Source: an optimization exercise on an open RTL-to-GDS flow (aim: small area, a short achievable clock period and few clock cycles per item). Production flows keep margins and buffers that such runs may drop.
The RTL was checked by simulation tests, not by an equivalence proof against the original design.

==> job 2301 <==
// aiGo
module aiGo(reset,clk,humanIn,enable,AIOut,finish,x,y);
input wire clk,enable;
input wire reset;
input wire [224:0] humanIn;
output wire [224:0] AIOut;
output wire finish;
output reg [3:0] x,y;
reg [224:0] AI;
reg fin, fin_o, firstIn;    
reg [4:0] ph;             
reg [4:0] wc;             
assign AIOut = AI;
assign finish = fin_o;
reg [134:0] Wh, Wa;       
reg [8:0] Wv;             
reg [14:0] nh, na;
integer k;
always @* begin
  nh = 15'd0; na = 15'd0;
  for (k = 5; k < 15; k = k + 1)
    if (ph + 5'd4 == k) begin
      nh = humanIn[k*15 +: 15];
      na = AI[k*15 +: 15];
    end
end
wire nv = (ph <= 5'd10);
reg [3:0] krow;
wire [134:0] E;
genvar gj;
generate for (gj = 0; gj < 135; gj = gj + 1) begin : gE
  assign E[gj] = ~Wh[gj] & ~Wa[gj] & Wv[gj/15];
end endgenerate
wire [2:0] fAa0, fHa0;
judgeChessForm jAa0(.o({Wa[64], Wa[63], Wa[62], Wa[61], 1'b0, 1'b0, 1'b0, 1'b0}), .e({E[64], E[63], E[62], E[61], 1'b0, 1'b0, 1'b0, 1'b0}), .t(fAa0));
judgeChessForm jHa0(.o({Wh[64], Wh[63], Wh[62], Wh[61], 1'b0, 1'b0, 1'b0, 1'b0}), .e({E[64], E[63], E[62], E[61], 1'b0, 1'b0, 1'b0, 1'b0}), .t(fHa0));
wire [2:0] fAb0, fHb0;
judgeChessForm jAb0(.o({Wa[120], Wa[105], Wa[90], Wa[75], Wa[45], Wa[30], Wa[15], Wa[0]}), .e({E[120], E[105], E[90], E[75], E[45], E[30], E[15], E[0]}), .t(fAb0));
  ...
Settings: LEC_CHECK=0, ABC_CLOCK_PERIOD_IN_PS=3500, CAP_MARGIN=35, CORE_MARGIN=2, CORE_UTILIZATION=35, PLACE_DENSITY=0.5, SLEW_MARGIN=35; clock period 14.0 ns.
standard.sh (not shown) runs the stock make flow with config.mk's settings and CLKGATE_MAP_FILE= SYNTH_SCRIPT=/design/flow/synth_recipe.tcl, a recipe that flattens the netlist after the stock synthesis.
==> flow/flow/run.sh <==
#!/bin/bash
# Layout flow: the standard ORFS flow (standard.sh) with two changes.
#  1. Synthesis is the standard flow's synthesis script unchanged, except that Yosys's final
#     technology mapping call (abc) uses flow/abc.script, an area-oriented ABC
#     script, in place of ORFS's. Registers are untouched: abc maps only the
#     combinational logic, after dfflibmap. ADDER_MAP_FILE is left empty, so
#     adders stay plain gates for ABC instead of being extracted into adder cells.
#  2. Timing repair (repair_timing, in floorplan, CTS and global routing) aims
#     for SETUP_SLACK_MARGIN ns of setup slack at the design's clock period.
# The SDC, the clock period and every other setting are the standard flow's.
# Each tool's full output: orfs/logs/... (per ORFS step) and flow_make.log here.
set -euo pipefail
W=$(pwd)
MARGIN=$(cat "$W/flow/margin.txt")
{
  echo 'proc abc {args} {'
  echo '  set i [lsearch -exact $args -script]'
  echo "  if {\$i >= 0} { lset args [expr {\$i + 1}] {$W/flow/abc.script} }"
  echo '  yosys abc {*}$args'
  echo '}'
  cat "$W/synth_recipe.tcl"
} > "$W/flow_synth.tcl"
bash "$W/standard.sh" SYNTH_SCRIPT="$W/flow_synth.tcl" ADDER_MAP_FILE= SETUP_SLACK_MARGIN="$MARGIN" finish > "$W/flow_make.log" 2>&1
==> flow/flow/abc.script <==
strash
dch -f
amap
topo
stime -c
buffer -c
upsize -c
dnsize -c
stime -c
==> flow/flow/margin.txt <==
8.3
==> job 1314 (differences from job 2301) <==
--- a/flow/design.v
+++ b/flow/design.v
@@ -338,17 +338,16 @@
 input wire reset;
 input wire [224:0] humanIn;
 output wire [224:0] AIOut;
 output wire finish;
 output reg [3:0] x,y;
 reg [224:0] AI;
 reg fin, fin_o, firstIn;    
 reg [4:0] ph;             
-reg [4:0] wc;             
 assign AIOut = AI;
 assign finish = fin_o;
 reg [134:0] Wh, Wa;       
 reg [8:0] Wv;             
 reg [14:0] nh, na;
 integer k;
 always @* begin
   nh = 15'd0; na = 15'd0;
@@ -2729,57 +2728,54 @@
   end else if (enable) begin
     if (firstIn) begin
       fin <= 1'b1;
       fin_o <= 1'b1;
       firstIn <= 1'b0;
     end else if (fin) begin
       fin <= 1'b0;
       fin_o <= 1'b0;
-    end else if (wc == 5'd18) begin
+    end else if (ph == 5'd18) begin
       fin <= 1'b1;
       fin_o <= 1'b1;
       AI <= AI | setAI;
     end
   end
 end
 always @(posedge clk) begin
   if (enable) begin
     if (firstIn) begin
       x <= 4'd7;
       y <= 4'd7;
-    end else if (!fin && wc == 5'd18) begin
-      x <= mr;
-      y <= mc;
+    end else if (fin) begin
+      ph <= 5'd1;
+      Wh <= {humanIn[74:0], 60'd0};
+      Wa <= {AI[74:0], 60'd0};
+      Wv <= 9'b111110000;
+    end else begin
+      ph <= ph + 5'd1;
+      Wh <= {nh, Wh[134:15]};
+      Wa <= {na, Wa[134:15]};
+      Wv <= {nv, Wv[8:1]};
+      kv <= E[74:60];
+      kfA <= {fAd14, fAc14, fAb14, fAa14, fAd13, fAc13, fAb13, fAa13, fAd12, fAc12, fAb12, fAa12, fAd11, fAc11, fAb11, fAa11, fAd10, fAc10, fAb10, fAa10, fAd9, fAc9, fAb9, fAa9, fAd8, fAc8, fAb8, fAa8, fAd7, fAc7, fAb7, fAa7, fAd6, fAc6, fAb6, fAa6, fAd5, fAc5, fAb5, fAa5, fAd4, fAc4, fAb4, fAa4, fAd3, fAc3, fAb3, fAa3, fAd2, fAc2, fAb2, fAa2, fAd1, fAc1, fAb1, fAa1, fAd0, fAc0, fAb0, fAa0};
+      kfH <= {fHd14, fHc14, fHb14, fHa14, fHd13, fHc13, fHb13, fHa13, fHd12, fHc12, fHb12, fHa12, fHd11, fHc11, fHb11, fHa11, fHd10, fHc10, fHb10, fHa10, fHd9, fHc9, fHb9, fHa9, fHd8, fHc8, fHb8, fHa8, fHd7, fHc7, fHb7, fHa7, fHd6, fHc6, fHb6, fHa6, fHd5, fHc5, fHb5, fHa5, fHd4, fHc4, fHb4, fHa4, fHd3, fHc3, fHb3, fHa3, fHd2, fHc2, fHb2, fHa2, fHd1, fHc1, fHb1, fHa1, fHd0, fHc0, fHb0, fHa0};
+      krow <= ph[3:0] - 4'd1;
+      pA <= {gA3, gA2, gA1, gA0};
+      pD <= {gD3, gD2, gD1, gD0};
+      piA <= {giA3, giA2, giA1, giA0};
+      piD <= {giD3, giD2, giD1, giD0};
+      prow <= krow;
+      if (ph <= 5'd2) begin
+        bA[24] <= 1'b0;
+        bD[24] <= 1'b0;
+      end else begin
+        bA <= nA; bAr <= nAr; bAc <= nAc;
+        bD <= nD; bDr <= nDr; bDc <= nDc;
+      end
+      if (ph == 5'd18) begin
+        x <= mr;
+        y <= mc;
+      end
     end
   end
 end
-always @(posedge clk) begin
-  if (enable) begin
-    if (fin) wc <= 5'd1;
-    else if (wc != 5'd18) wc <= wc + 5'd1;
-  end
-end
-always @(posedge clk) begin
-  if (enable && fin) begin
-    ph <= 5'd1;
-    Wh <= {humanIn[74:0], 60'd0};
-    Wa <= {AI[74:0], 60'd0};
-    Wv <= 9'b111110000;
-  end else begin
-    if (ph != 5'd18) ph <= ph + 5'd1;
-    Wh <= {nh, Wh[134:15]};
-    Wa <= {na, Wa[134:15]};
-    Wv <= {nv, Wv[8:1]};
-  end
-  kv <= E[74:60];
-  kfA <= {fAd14, fAc14, fAb14, fAa14, fAd13, fAc13, fAb13, fAa13, fAd12, fAc12, fAb12, fAa12, fAd11, fAc11, fAb11, fAa11, fAd10, fAc10, fAb10, fAa10, fAd9, fAc9, fAb9, fAa9, fAd8, fAc8, fAb8, fAa8, fAd7, fAc7, fAb7, fAa7, fAd6, fAc6, fAb6, fAa6, fAd5, fAc5, fAb5, fAa5, fAd4, fAc4, fAb4, fAa4, fAd3, fAc3, fAb3, fAa3, fAd2, fAc2, fAb2, fAa2, fAd1, fAc1, fAb1, fAa1, fAd0, fAc0, fAb0, fAa0};
-  kfH <= {fHd14, fHc14, fHb14, fHa14, fHd13, fHc13, fHb13, fHa13, fHd12, fHc12, fHb12, fHa12, fHd11, fHc11, fHb11, fHa11, fHd10, fHc10, fHb10, fHa10, fHd9, fHc9, fHb9, fHa9, fHd8, fHc8, fHb8, fHa8, fHd7, fHc7, fHb7, fHa7, fHd6, fHc6, fHb6, fHa6, fHd5, fHc5, fHb5, fHa5, fHd4, fHc4, fHb4, fHa4, fHd3, fHc3, fHb3, fHa3, fHd2, fHc2, fHb2, fHa2, fHd1, fHc1, fHb1, fHa1, fHd0, fHc0, fHb0, fHa0};
-  krow <= ph[3:0] - 4'd1;
-  pA <= {gA3, gA2, gA1, gA0};
-  pD <= {gD3, gD2, gD1, gD0};
-  piA <= {giA3, giA2, giA1, giA0};
-  piD <= {giD3, giD2, giD1, giD0};
-  prow <= krow;
-  bA <= {nA[24] & (ph > 5'd2), nA[23:0]}; bAr <= nAr; bAc <= nAc;
-  bD <= {nD[24] & (ph > 5'd2), nD[23:0]}; bDr <= nDr; bDc <= nDc;
-end
 endmodule
==> flow/flow/abc.script (replaced) <==
strash
dch -f
amap
topo
==> flow/flow/margin.txt (replaced) <==
8.0
- ABC_CLOCK_PERIOD_IN_PS: 3500 -> not set
- CAP_MARGIN: 35 -> 20
- SLEW_MARGIN: 35 -> 20
==> job 7723 (differences from job 2301) <==
==> flow/flow/margin.txt (replaced) <==
8.0
- ABC_CLOCK_PERIOD_IN_PS: 3500 -> 4500
- CAP_MARGIN: 35 -> 20
- SLEW_MARGIN: 35 -> 20
==> comparison table <==
metric                                                              job 1314     job 2301     job 7723
Outcome                                     no timing/DRC/antenna violations  no timing/DRC/antenna violations  no timing/DRC/antenna violations
Final clock-cell share                                                0.0341       0.0384       0.0368
Post-Synthesis Cells                                                   21.6k        22.4k        22.4k
Initial antenna violation count                                          177          159          171
Worst-case setup margin in the final layout                          7.66 ns      8.32 ns      8.06 ns
Post-Synth Simple-Gate Area                                            0.273        0.285        0.285
Post-CTS setup buffers                                                     9            0            0
Resize count post-CTS                                                     45            5            0
Portion of the post-synthesis area used by sequential elements         0.249        0.189        0.189
Last weighted congestion value of the routability-driven placer         1.12         1.10         1.10
Hold Path Sink                                                       prow[1]      prow[1]      prow[1]
Number of cells in the finished layout apart from fillers              28.6k        28.5k        28.4k
Multi-input combinational cell count                                   17.3k        17.2k        17.2k
Area of the core region                                          393,000 µm²  379,000 µm²  379,000 µm²
Avg Synthesized Cell Area                                           6.38 µm²     5.93 µm²     5.93 µm²
Area used by sequential logic in the layout                       34,400 µm²   25,300 µm²   25,200 µm²
Std cell rows                                                            230          226          226
Testbench counts of job 2301, summed over its fixed seeds: cycles 27,392, moves 1,472.
Testbench counts of job 1314, summed over its fixed seeds: cycles 27,392, moves 1,472.
Testbench counts of job 7723, summed over its fixed seeds: cycles 27,392, moves 1,472.

-- separate check: timing with driven ports --
Ports are ideal in the flow. The routed layouts listed here were re-timed in OpenROAD.
Step 1, drivers: a clkbuf_16 drives clk and a buf_2 each remaining input, both assumed.
Step 2 also shifts input and output timing later by t, the mid clock arrival at the registers, as if the neighbouring blocks saw the same clock.
a / b / c = ideal ports / drivers / drivers and shift; a / b = the first two.
| run | t (ns) | setup slack, ns | worst hold slack (ns) | worst setup path at the end | worst data-port slew with drivers (ns) |
|---|---|---|---|---|---|
| job 2301 | 1.083 | 8.323 / 8.323 / 7.873 | 0.334 / 0.334 / 0.334 | input to register | 0.16 |
| job 1314 | 1.077 | 7.657 / 7.657 / 7.124 | 0.328 / 0.328 / 0.328 | input to register | 0.13 |
| job 7723 | 1.067 | 8.059 / 8.059 / 7.528 | 0.328 / 0.328 / 0.328 | input to register | 0.14 |
After both steps every run listed still meets setup and hold. For job 1314, which loses most, drivers alone change the setup slack by 0.000 ns; drivers and shift together by -0.533 ns.
